This design comes from an exercise in tuning for small area on the open sky130 flow, not from production work. The RTL was checked by simulation tests, not by an equivalence proof against the original design. In every run shown here, the design's own scripts or RTL, not TritonCTS, make the clock network. The flow treats the clock pin as an ideal source. Dropping or thinning the clock tree relies on that and would not hold on a real chip. Power is estimated from default activity; no workload was simulated.

==> design.v <==
module sync(input clk, rst, output hsync, vsync, output [8:0] cdist, rdist,
	output cleft, rtop, output indisplayinterval);
reg pclk;
reg [8:0] cdist_r, rdist_r;
reg cright, rbottom;
assign cdist = cdist_r ^ 9'd320;
assign rdist = rdist_r ^ 9'd240;
assign cleft = ~cright;
assign rtop = ~rbottom;
wire hsync_done = ~cleft & cdist[8] & cdist[7] & cdist[6] & cdist[5];
wire vsync_done = ~rtop & rdist[8] & rdist[4] & rdist[3] & rdist[2] & rdist[0];
wire cdist_one = (cdist == 9'd1);
wire rdist_one = (rdist == 9'd1);
wire col_zero = cleft & cdist[8] & cdist[6];
always @(posedge clk or posedge rst)
begin
	if (rst)
		pclk <= 1'b0;
	else
		pclk <= ~pclk;
end
always @(posedge clk or posedge rst)
begin
	if (rst) begin
		cright <= 1'b0;
		cdist_r <= 9'd0;    
		rbottom <= 1'b0;
		rdist_r <= 9'd0;    
	end else if (!pclk) begin
		if (hsync_done) begin
			cright <= 1'b0;
			cdist_r <= 9'd0;
			if (rtop) begin
				rdist_r <= (rdist - 9'd1) ^ 9'd240;
				rbottom <= rdist_one;
			end else if (vsync_done) begin
				rbottom <= 1'b0;
				rdist_r <= 9'd0;
			end else
				rdist_r <= (rdist + 9'd1) ^ 9'd240;
		end else if (cleft) begin
			cdist_r <= (cdist - 9'd1) ^ 9'd320;
			cright <= cdist_one;
		end else
			cdist_r <= (cdist + 9'd1) ^ 9'd320;
	end
end
assign hsync = ~cleft && (cdist >= 9'd337) && (cdist <= 9'd384);
assign vsync = ~rtop && (col_zero ? ((rdist >= 9'd251) && (rdist <= 9'd283)) : ((rdist >= 9'd250) && (rdist <= 9'd282)));
assign indisplayinterval = (cleft || (cdist < 9'd320)) && (rtop || (rdist < 9'd240));
endmodule
module render(
	input clk,
	input indisplayinterval,
	input square_on,
	output [11:0] rgb,
	input [8:0] switches
	);
reg [8:0] sw_reg;
reg hitd;
always @(posedge clk)
begin
	sw_reg <= switches;
	hitd <= square_on;
end
wire [11:0] rgb_reg = hitd ? {1'b0, sw_reg[8:6], 1'b0, sw_reg[5:3], 1'b0, sw_reg[2:0]} : 12'hFFF;
assign rgb = indisplayinterval ? rgb_reg : 12'h000;
endmodule
module shapeselector(input [8:0] m, d, input top,
		input clk, input rst,
		output square_on,
		input fkey, input bkey);
reg [1:0] shapeSel;
reg fpend, bpend;
reg rec_on;
wire fgo = fkey & bkey & fpend;
wire bgo = fkey & bkey & bpend;
wire [1:0] s_new = fgo ? shapeSel + 2'd1 : bgo ? shapeSel - 2'd1 : shapeSel;
always @(posedge clk or posedge rst)
begin
	if (rst) begin
		shapeSel <= 2'd0;
		fpend <= 1'b0;
		bpend <= 1'b0;
	end else begin
		shapeSel <= s_new;
		fpend <= ~fkey;
		bpend <= fkey & ~bkey;
	end
end
wire dbig = d > 9'd70;
wire mbig = m > 9'd70;
wire [8:0] greater = dbig ? d : m;
wire [8:0] lesser = dbig ? m : d;
wire [8:0] bi = greater - 9'd71;
reg [6:0] wc;
always @(*)
begin
	case (bi[4:0])
	5'd0: wc = 7'd70;
	5'd1: wc = 7'd69;
	5'd2: wc = 7'd68;
	5'd3: wc = 7'd67;
	5'd4: wc = 7'd66;
	5'd5: wc = 7'd64;
	5'd6: wc = 7'd63;
	5'd7: wc = 7'd62;
	5'd8: wc = 7'd61;
	5'd9: wc = 7'd60;
	5'd10: wc = 7'd58;
	5'd11: wc = 7'd57;
	5'd12: wc = 7'd55;
	5'd13: wc = 7'd54;
	5'd14: wc = 7'd52;
	5'd15: wc = 7'd51;
	5'd16: wc = 7'd49;
	5'd17: wc = 7'd47;
	5'd18: wc = 7'd45;
	5'd19: wc = 7'd43;
	5'd20: wc = 7'd41;
	5'd21: wc = 7'd39;
	5'd22: wc = 7'd36;
	5'd23: wc = 7'd34;
	5'd24: wc = 7'd31;
	5'd25: wc = 7'd28;
	5'd26: wc = 7'd24;
	5'd27: wc = 7'd19;
	5'd28: wc = 7'd14;
	5'd29: wc = 7'd0;
	default: wc = 7'd0;
	endcase
end
wire in_circ = (!dbig && !mbig) || (!(dbig && mbig) && (greater <= 9'd100) && (lesser <= {2'b00, wc}));
wire [4:0] q = d[6:2];
wire frac = d[1] | d[0];
wire [6:0] wt = top ? 7'd25 - q - frac : 7'd25 + q;
wire rows_mid = d <= 9'd100;
wire in_tri  = rows_mid && (m <= {2'b00, wt});
wire in_rect = rows_mid && (m <= 9'd200);
wire in_sq   = (d <= 9'd150) && (m <= 9'd150);
wire hit = s_new[1] ? (s_new[0] ? in_tri : in_circ) :
           (s_new[0] ? in_sq : in_rect);
always @(posedge clk)
	rec_on <= hit;
assign square_on = rec_on;
endmodule
module top (
	input clk, reset,
	input [8:0] switches,
	input fkey,
	input bkey,
	output [11:0] rgb,
	output [7:0] sevseg0, sevseg1, sevseg2,
	output hsync, vsync
	);
	wire [8:0] m, d;
	wire cleft, rtop;
	wire indisplayinterval;
	wire square_on;
	sync v1 (.clk(clk), .rst(reset), .hsync(hsync), .vsync(vsync), .cdist(m), .rdist(d), .cleft(cleft), .rtop(rtop), .indisplayinterval(indisplayinterval));
	render r1 (.clk(clk), .indisplayinterval(indisplayinterval), .square_on(square_on), .rgb(rgb), .switches(switches));
	shapeselector ss1 (.m(m), .d(d), .top(rtop), .clk(clk), .rst(reset), .square_on(square_on), .fkey(fkey), .bkey(bkey));
	DisplayDecoder d2(switches[8:6], sevseg2);
	DisplayDecoder d1(switches[5:3], sevseg1);
	DisplayDecoder d0(switches[2:0], sevseg0);
endmodule
module DisplayDecoder(input [2:0] v, output reg [7:0] seg);
	always @(*)
	begin
		case (v)
		3'd0: seg = 8'hC0;
		3'd1: seg = 8'hF9;
		3'd2: seg = 8'hA4;
		3'd3: seg = 8'hB0;
		3'd4: seg = 8'h99;
		3'd5: seg = 8'h92;
		3'd6: seg = 8'h82;
		default: seg = 8'hF8;
		endcase
	end
endmodule
==> flow/run.sh <==
#!/bin/bash
# Layout flow: the standard synthesis, then the combinational logic between the
# registers is re-optimised and re-mapped for area with ABC (registers, their names
# and cells are kept as the standard synthesis made them; several ABC seeds are
# tried and the smallest result is kept), then the standard ORFS steps from
# floorplan to finish, with the port buffers made of the smallest buffer and a
# small clock tree.
set -euo pipefail
HERE=$(pwd)
export BUFFER_PORTS_ARGS="-buffer_cell sky130_fd_sc_hd__buf_1"
# the clock tree: a root buffer and 4 leaf buffers, each at the centre of a group of
# nearby registers (flow/cts_clusters.tcl, run before ORFS's clock tree step, which it replaces)
sed -e "s/NCLUSTER/4/" -e "s/CLOCK_BUFFER_CELL/sky130_fd_sc_hd__clkbuf_4/" $HERE/flow/cts_clusters.tcl > $HERE/cts_clusters.tcl
export PRE_CTS_TCL=$HERE/cts_clusters.tcl

bash standard.sh synth > log_synth.txt 2>&1

RES=$HERE/orfs/results/$FLOW_PLATFORM/top/base
LIB=$FLOW_HOME/platforms/sky130hd/lib/sky130_fd_sc_hd__tt_025C_1v80.lib
cp $RES/1_2_yosys.v $HERE/std_synth.v
DONT=$(grep -o "cell *( *\"\?sky130_fd_sc_hd__[a-z0-9_]*" $LIB | grep -o "sky130_fd_sc_hd__[a-z0-9_]*" | grep -E "probe|lpflow|clkdly|dlygate|dlymetal|clkbuf|clkinv|einv|ebuf|sparecell|__fa_|__ha_|__fah" | sed "s/^/-dont_use /" | tr "\n" " ")

remap() {
  local S=$1
  local SEED=${S%_*} MAP=${S#*_}
  if [ "$MAP" = m ]; then MAPCMD="amap -m"; else MAPCMD="amap"; fi
  sed -e "s/SEED/$SEED/" -e "s/MAPCMD/$MAPCMD/" $HERE/flow/remap.abc > $HERE/remap_$S.abc
  cat > remap_$S.ys <<EOT
read_liberty -ignore_miss_func $LIB
setattr -mod -set blackbox 1 sky130_fd_sc_hd__df* sky130_fd_sc_hd__conb*
read_verilog $HERE/std_synth.v
hierarchy -top $FLOW_TOP
flatten
opt_clean -purge
tee -o $HERE/stat_before.txt stat -liberty $LIB
abc -liberty $LIB $DONT -script $HERE/remap_$S.abc
opt_clean -purge
write_verilog -noattr $HERE/remap_raw_$S.v
design -reset
read_liberty -lib $LIB
read_verilog $HERE/remap_raw_$S.v
hierarchy -top $FLOW_TOP
check -assert
splitnets
opt_clean -purge
hilomap -hicell sky130_fd_sc_hd__conb_1 HI -locell sky130_fd_sc_hd__conb_1 LO
insbuf -buf sky130_fd_sc_hd__buf_1 A X
opt_clean -purge
check -assert -mapped
tee -o $HERE/stat_after_$S.txt stat -liberty $LIB
write_verilog -noattr -noexpr -nohex -nodec $HERE/remapped_$S.v
EOT
  yosys remap_$S.ys > log_remap_$S.txt 2>&1 || true
}

SEEDS="20_m 1_m"
for S in $SEEDS; do
  remap $S &
  while [ $(jobs -r | wc -l) -ge 4 ]; do sleep 1; done
done
wait

# candidates from smallest to largest; keep the first that is proven equivalent
# to the standard netlist (registers matched by name; the combinational cells'
# own names are hidden so that only ports and registers are matched)
for S in $SEEDS; do
  [ -f $HERE/remapped_$S.v ] || continue
  A=$(grep "Chip area" $HERE/stat_after_$S.txt | awk '{print $NF}')
  echo "$A $S"
done | sort -n > $HERE/remap_areas.txt
BEST=""
while read A S; do
  cat > equiv_$S.ys <<EOT
read_liberty -ignore_miss_func $LIB
read_verilog $HERE/std_synth.v
rename $FLOW_TOP gold
read_verilog $HERE/remapped_$S.v
rename $FLOW_TOP gate
hierarchy -check
rename -hide gold/w:_* gate/w:_*
rename -hide gold/c:_* gate/c:_*
flatten
opt_clean
async2sync
equiv_make gold gate eq
hierarchy -top eq
equiv_simple -undef
equiv_induct -undef
equiv_status -assert
EOT
  if yosys equiv_$S.ys < /dev/null > log_equiv_$S.txt 2>&1; then BEST=$S; break; fi
done < $HERE/remap_areas.txt
if [ -n "$BEST" ]; then
  echo "chosen $BEST" >> $HERE/remap_areas.txt
  cp $HERE/remapped_$BEST.v $HERE/remapped.v
else
  echo "no candidate proven, keeping the standard netlist" >> $HERE/remap_areas.txt
  cp $HERE/std_synth.v $HERE/remapped.v
fi

cp $HERE/remapped.v $RES/1_2_yosys.v
rm -f $RES/1_synth.odb $RES/1_synth.sdc
bash standard.sh finish > log_finish.txt 2>&1
==> flow/cts_clusters.tcl <==
# Clock tree: the clock port drives one root buffer, which drives NCLUSTER leaf
# buffers; each leaf buffer sits at the centre of a group of nearby registers
# (k-means on the register positions) and drives their clock pins.
# Sourced by ORFS's cts.tcl before clock_tree_synthesis (PRE_CTS_TCL), which is
# then skipped.
set nclust NCLUSTER
set bufcell CLOCK_BUFFER_CELL
set block [ord::get_db_block]
set dbu [$block getDbUnitsPerMicron]
set regs {}
foreach inst [$block getInsts] {
  if { [[$inst getMaster] isSequential] } {
    set box [$inst getBBox]
    lappend regs [list $inst [expr { ([$box xMin] + [$box xMax]) / 2.0 / $dbu }] [expr { ([$box yMin] + [$box yMax]) / 2.0 / $dbu }]]
  }
}
set n [llength $regs]
# initial centres: registers spread along the sorted x order
set sorted [lsort -real -index 1 $regs]
set centres {}
for { set k 0 } { $k < $nclust } { incr k } {
  set r [lindex $sorted [expr { int(($k + 0.5) * $n / $nclust) }]]
  lappend centres [list [lindex $r 1] [lindex $r 2]]
}
for { set iter 0 } { $iter < 50 } { incr iter } {
  set assign {}
  foreach r $regs {
    set best 0
    set bestd 1e30
    for { set k 0 } { $k < $nclust } { incr k } {
      set c [lindex $centres $k]
      set d [expr { abs([lindex $r 1] - [lindex $c 0]) + abs([lindex $r 2] - [lindex $c 1]) }]
      if { $d < $bestd } { set bestd $d; set best $k }
    }
    lappend assign $best
  }
  set newc {}
  for { set k 0 } { $k < $nclust } { incr k } {
    set sx 0.0; set sy 0.0; set m 0
    foreach r $regs a $assign {
      if { $a == $k } { set sx [expr { $sx + [lindex $r 1] }]; set sy [expr { $sy + [lindex $r 2] }]; incr m }
    }
    if { $m > 0 } { lappend newc [list [expr { $sx / $m }] [expr { $sy / $m }]] } else { lappend newc [lindex $centres $k] }
  }
  set centres $newc
}
set ax 0.0; set ay 0.0
for { set k 0 } { $k < $nclust } { incr k } {
  set pins {}
  foreach r $regs a $assign {
    if { $a == $k } {
      set inst [lindex $r 0]
      set si [sta::find_instance [$inst getName]]
      lappend pins [$si find_pin CLK]
    }
  }
  if { [llength $pins] == 0 } { continue }
  set c [lindex $centres $k]
  set ax [expr { $ax + [lindex $c 0] }]; set ay [expr { $ay + [lindex $c 1] }]
  puts "clock leaf $k: [llength $pins] registers at $c"
  insert_buffer -buffer_cell $bufcell -net clk -load_pins $pins -location $c -buffer_name clkleaf$k -net_name clk_leaf$k
}
insert_buffer -buffer_cell $bufcell -net clk -location [list [expr { $ax / $nclust }] [expr { $ay / $nclust }]] -buffer_name clkroot -net_name clk_root
proc clock_tree_synthesis { args } {
  puts "clock_tree_synthesis skipped: the clock tree was built by cts_clusters.tcl"
}
==> flow/remap.abc <==
strash
&get -n
&deepsyn -T 20 -S SEED
&put
dch
MAPCMD
topo
==> standard.sh <==
#!/bin/bash
# synth_recipe.tcl (not shown) runs the flow's synth.tcl, then flattens the netlist and writes it again
# the make line also repeats each setting of config.mk as NAME=value (left out here)
make -C /OpenROAD-flow-scripts/flow DESIGN_CONFIG=/design/flow/config.mk WORK_HOME=/design/flow/orfs CLKGATE_MAP_FILE= SYNTH_SCRIPT=/design/flow/synth_recipe.tcl "${@:-finish}"
==> config.mk <==
export PLATFORM = sky130hd
export DESIGN_NAME = top
export DESIGN_NICKNAME = top
export VERILOG_FILES = /design/flow/design.v
export SDC_FILE = /design/flow/constraint.sdc
export NUM_CORES = 4
export LEC_CHECK = 0
export ABC_AREA = 1
export CAP_MARGIN = 0
export CORE_MARGIN = 2
export CORE_UTILIZATION = 40
export SLEW_MARGIN = 0
==> constraint.sdc <==
create_clock -name core_clock -period 20.0 [get_ports {clk}]
set_input_delay 4.0000 -clock core_clock [delete_from_list [all_inputs] [get_ports {clk}]]
set_output_delay 4.0000 -clock core_clock [all_outputs]
set_load 0.01 [all_outputs]
==> impl_metrics.py, run 1 <==
metrics = {
    "worst_setup_path": {
        "cp.arrival_ns": 4.94,
        "startpoint_type": "primary input",
        "regToRegSetupSlack_ns": 16.21,
        "cp_cell_sequence": "buf_1, or2_0, nand3_1, o21ai_0, nor2b_1, nor2_1, buf_1",
        "slowest_delay_ns": 0.25,
        "crit_path_max_fanout": 5,
        "path_delay_family": "simple AND/OR/NAND/NOR gates",
        "worst-path-buf-inv": 2,
        "slowest_stage": "or2_0",
        "crit_required_ns": 16.00,
        "critPathKind": "in -> out",
        "crit_top_cell": "buf_1",
        "end_kind": "output port",
    },
    "global_route": {
        "antenna_found_initial": 0,
        "track_usage_pct": 19.7,
        "first_global_vias": 2317,
        "grt-ovfl-total": 0,
        "grt_first_pass_wirelength_mm": 10.5,
        "grt_max_degree": 26,
    },
    "sta": {
        "setup_ws_ns": 11.06,
        "period_needed_ns": 8.94,
        "relSlewSlack_pct": 30.5,
        "setup_violations": 0,
        "finalSetupTns_ns": 0,
        "max_freq_mhz": 112,
        "rsz0062_at_grt": "false",
        "worst_pin_slew_ns": 1.03,
        "fin_skew_ns": 0.0350,
        "hold_viol": 0,
        "fin_crit_sh_pct": 44.7,
        "drv_slew": 0,
    },
    "detailed_routing": {
        "firstDrtPassIters": 6,
        "vias": 2604,
        "drt_wl_total_mm": 6.48,
        "routedWlPerCell_um": 14.0,
        "drc": 0,
        "drtAntennaViolNets": 0,
        "drtIter0Drc": 289,
        "viasPerCell": 5.64,
    },
    "finish": {
        "mostFrequentLayoutCell": "nor2_1",
        "area_delta_synth_final_pct": 12.8,
        "antenna_cells": 0,
        "layout-drive-gt1-share_pct": 1.54,
        "nNetsFinal": 405,
        "post-route-util_pct": 47.3,
        "final_cell_mix": "nor2_1 (91), inv_1 (47), buf_1 (47)",
    },
    "floorplanning": {
        "core.rowCount": 27,
        "coreArea_mm2": 0.00561,
        "pin_count": 51,
        "die_w_um": 80.7,
        "die_h_um": 80.7,
        "start_util_pct": 42.0,
        "dieArea_mm2": 0.00652,
    },
    "synth": {
        "netlist_area_mm2": 0.00235,
        "avgSynthCellArea_um2": 6.93,
        "synth_cells": 340,
        "yosys_warnings": 4,
    },
    "clocking": {
        "postCtsHoldBufs": 0,
        "cts_resized": 0,
        "worstSkewPairLatency_ns": 0.37,
        "clkTransAtPathRegs_ns": 0.11,
        "post_cts_buffers": 0,
    },
    "placed_design": {
        "portBuffers": 47,
        "place.gp.congestion": 0.917,
        "dp_slack_ns": 11.06,
        "dp_hpwl_mm": 4.99,
    },
    "pwr": {
        "power_density_mw_per_mm2": 46.8,
        "ir_drop_uv": 33.2,
        "leakagePower_nw": 1.13,
    },
    "worst_hold_path": {
        "min_path_type": "reg -> reg",
    },
    "run": {
        "cap_violations": 0,
    },
    "status": {
        "outcome": "no timing/DRC/antenna violations",
    },
}
==> area by class of cell, clock buffers not listed <==
class	count	area, um2
inverter	47	176
fill	612	2950
multi-input combinational	254	1320
tap	72	90.1
timing repair buffer	48	184
sequential	36	846
==> worst paths after layout <==
kind | from | to | cells after the start
min in group asynchronous | reset | ss1.bpend | 2
setup reg to reg | v1.rdist_r[4] | ss1.rec_on | 14
setup / recovery | switches[5] | sevseg1[5] | 7
hold / removal | ss1.rec_on | r1.hitd | 0
max in group asynchronous | reset | v1.cdist_r[4] | 2
hold reg to reg | ss1.rec_on | r1.hitd | 0
==> report_power, final <==
group	leakage (nW)	switching (mW)	internal (mW)
logic	0.703	0.00975	0.00443
clock network	0.0230	0.0225	0.0117
registers	0.401	0.000872	0.0751
total	1.13	0.0331	0.0912
==> metal layers <==
layer	part of all wire (%)	global-route usage, %	wire, um	vias up
met3	7.2	2.02	469	15
met1	45	28.1	2910	1200
met4	1.6	2.71	103	0
met2	46	33.2	3000	93
met5	0	0	0	-
li1	-	-	-	1296
==> through the flow <==
step / power, mW / std cells / hold slack [ns] / cell area [um2]
floorplan: 0.0866 / 342 / 0.310 / 2360
global placement: 0.0918 / 457 / 0.314 / 2620
detailed placement: 0.0919 / 457 / 0.338 / 2620
CTS: 0.116 / 462 / 0.336 / 2660
global route: 0.131 / 462 / 0.357 / 2660
finish: 0.124 / 462 / 0.354 / 2660
==> worst register-to-register path, delay by kind of cell, from the launching register on <==
kind | cells | cell delay (ns)
DFF | 1 | 0.49
buffers and inverters | 3 | 0.58
AOI/OAI and AO/OA | 5 | 1.67
and+or+nand+nor | 6 | 1.04
==> run 2: changes to the inputs <==
--- a/flow/run.sh
+++ b/flow/run.sh
@@ -8,9 +8,9 @@
 set -euo pipefail
 HERE=$(pwd)
 export BUFFER_PORTS_ARGS="-buffer_cell sky130_fd_sc_hd__buf_1"
-# the clock tree: a root buffer and 4 leaf buffers, each at the centre of a group of
+# the clock tree: a root buffer and 3 leaf buffers, each at the centre of a group of
 # nearby registers (flow/cts_clusters.tcl, run before ORFS's clock tree step, which it replaces)
-sed -e "s/NCLUSTER/4/" -e "s/CLOCK_BUFFER_CELL/sky130_fd_sc_hd__clkbuf_4/" $HERE/flow/cts_clusters.tcl > $HERE/cts_clusters.tcl
+sed -e "s/NCLUSTER/3/" -e "s/CLOCK_BUFFER_CELL/sky130_fd_sc_hd__clkbuf_4/" $HERE/flow/cts_clusters.tcl > $HERE/cts_clusters.tcl
 export PRE_CTS_TCL=$HERE/cts_clusters.tcl
 
 bash standard.sh synth > log_synth.txt 2>&1
==> impl_metrics.py, run 2 <==
metrics = {
    "status": {
        "outcome": "no timing/DRC/antenna violations",
    },
    "global_route": {
        "grt_max_degree": 26,
        "grt.met2_usage_pct": 33.2,
        "use_met1_pct": 28.2,
        "met3_usage_pct": 1.57,
        "track_usage_pct": 19.7,
        "grt_first_pass_wirelength_mm": 10.5,
        "first_global_vias": 2318,
        "grt-ovfl-total": 0,
        "busiest_layer": "met2",
        "antenna_found_initial": 0,
    },
    "synth": {
        "yosys_warnings": 4,
        "netlist_area_mm2": 0.00235,
        "avgSynthCellArea_um2": 6.93,
        "synth_cells": 340,
    },
    "detailed_routing": {
        "drtAntennaViolNets": 0,
        "firstDrtPassIters": 5,
        "drt_wl_total_mm": 6.40,
        "viasPerCell": 5.62,
        "drc": 0,
        "vias": 2589,
        "routedWlPerCell_um": 13.9,
        "drtIter0Drc": 245,
    },
    "floorplanning": {
        "pin_count": 51,
        "dieArea_mm2": 0.00652,
        "die_w_um": 80.7,
        "coreArea_mm2": 0.00561,
        "die_h_um": 80.7,
        "start_util_pct": 42.0,
        "core.rowCount": 27,
    },
    "pwr": {
        "leakagePower_nw": 1.12,
        "total_power_mw": 0.121,
        "power_density_mw_per_mm2": 45.6,
        "ir_drop_uv": 29.9,
    },
    "finish": {
        "antenna_cells": 0,
        "area_delta_synth_final_pct": 12.4,
        "finalNonFillerCells": 461,
        "seqCellArea_um2": 846,
        "multi_input_area_mm2": 0.00132,
        "fill_cells": 611,
        "final_area_mm2": 0.00265,
        "post-route-util_pct": 47.2,
        "nNetsFinal": 404,
        "layout-drive-gt1-share_pct": 1.29,
        "final_cell_mix": "nor2_1 (91), inv_1 (47), buf_1 (47)",
        "mostFrequentLayoutCell": "nor2_1",
    },
    "sta": {
        "hold_viol": 0,
        "period_needed_ns": 8.94,
        "worst_pin_slew_ns": 1.03,
        "rsz0062_at_grt": "false",
        "setup_violations": 0,
        "fin_skew_ns": 0.0102,
        "drv_slew": 0,
        "finalSetupTns_ns": 0,
        "fin_crit_sh_pct": 44.7,
        "max_freq_mhz": 112,
        "relSlewSlack_pct": 30.7,
    },
    "placed_design": {
        "portBuffers": 47,
        "dp_cells": 457,
        "place.gp.congestion": 0.917,
        "dp_hpwl_mm": 4.99,
        "post_dp_cell_area_mm2": 0.00262,
    },
    "worst_setup_path": {
        "critPathKind": "in -> out",
        "startpoint_type": "primary input",
        "crit_required_ns": 16.00,
        "slowest_delay_ns": 0.25,
        "worst-path-buf-inv": 2,
        "slowest_stage": "or2_0",
        "cp_cell_sequence": "buf_1, or2_0, nand3_1, o21ai_0, nor2b_1, nor2_1, buf_1",
        "crit_path_max_fanout": 5,
        "crit_top_cell": "buf_1",
        "cp.arrival_ns": 4.94,
        "end_kind": "output port",
        "path_delay_family": "simple AND/OR/NAND/NOR gates",
    },
    "run": {
        "cap_violations": 0,
    },
    "clocking": {
        "post_cts_buffers": 0,
        "postCtsHoldBufs": 0,
        "worstSkewPairLatency_ns": 0.35,
        "cts_resized": 0,
        "clkTransAtPathRegs_ns": 0.11,
    },
    "worst_hold_path": {
        "min_path_type": "reg -> reg",
    },
}
## run 2: where the power goes
group,internal (mW),switching [mW]
combinational,0.00443,0.00976
sequential,0.0751,0.000872
clock,0.00946,0.0212
## run 2: metrics by stage
stage	hold slack, ns	setup slack [ns]
after CTS	0.336	11.06
after floorplan	0.310	11.12
after detailed placement	0.338	11.06
after global placement	0.314	11.12
final	0.354	11.06
after global routing	0.357	10.92
## run 2: cell type report, clock buffers not listed
class | instances | area share [%]
Inverter | 47 | 6.66
Multi-Input combinational cell | 254 | 49.9
Sequential cell | 36 | 31.9
Tap cell | 72 | 3.40
Timing Repair Buffer | 48 | 6.95
## run 2: per-layer routing
layer  routed length, um  share of wire, %  up-vias
met1                2920                46     1204
met2                2970                46       81
met3                 401               6.3       13
met5                   0                 0        -
li1                    -                 -     1291
met4                 105               1.6        0
## run 2: final timing paths
kind                            cells after the start            end  slack (ns)           from
worst min-delay path                                0        r1.hitd        0.35     ss1.rec_on
max in group asynchronous                           2  v1.rdist_r[7]       15.58          reset
min in group asynchronous                           2  v1.rdist_r[4]        3.83          reset
worst max register to register                     14     ss1.rec_on       16.19  v1.rdist_r[4]
worst max-delay path                                7     sevseg1[5]       11.06    switches[5]
worst min register to register                      0        r1.hitd        0.35     ss1.rec_on
## run 2: worst reg2reg max path, delay by kind of cell, from the launching register on
kind | cells | cell delay [ns]
DFF | 1 | 0.51
and+or+nand+nor | 6 | 1.05
buffers and inverters | 3 | 0.57
AOI/OAI and AO/OA | 5 | 1.62

==> re-timing with driven ports <==
In the flow no input, the clock included, has a driving cell. The finished layouts below were timed again as built, in two steps. Step 1 sets driving cells, clkbuf_16 on the clock port and buf_2 on the other inputs (assumed; they add their load-dependent delay and slew). Step 2, shift: input delay + t, output delay - t, t = (earliest + latest rising clock arrival at the registers) / 2. This alone moves slack from input paths to output paths. Slacks: ideal / step 1 / step 2; pairs: ideal / step 1.
run | shift t [ns] | setup WS [ns] | hold WS [ns]
run 1 | 0.381 | 11.062 / 11.042 / 11.042 | 0.354 / 0.354 / 0.354
run 2 | 0.368 | 11.061 / 11.041 / 11.041 | 0.354 / 0.354 / 0.354
After both steps every run listed still meets setup and hold.
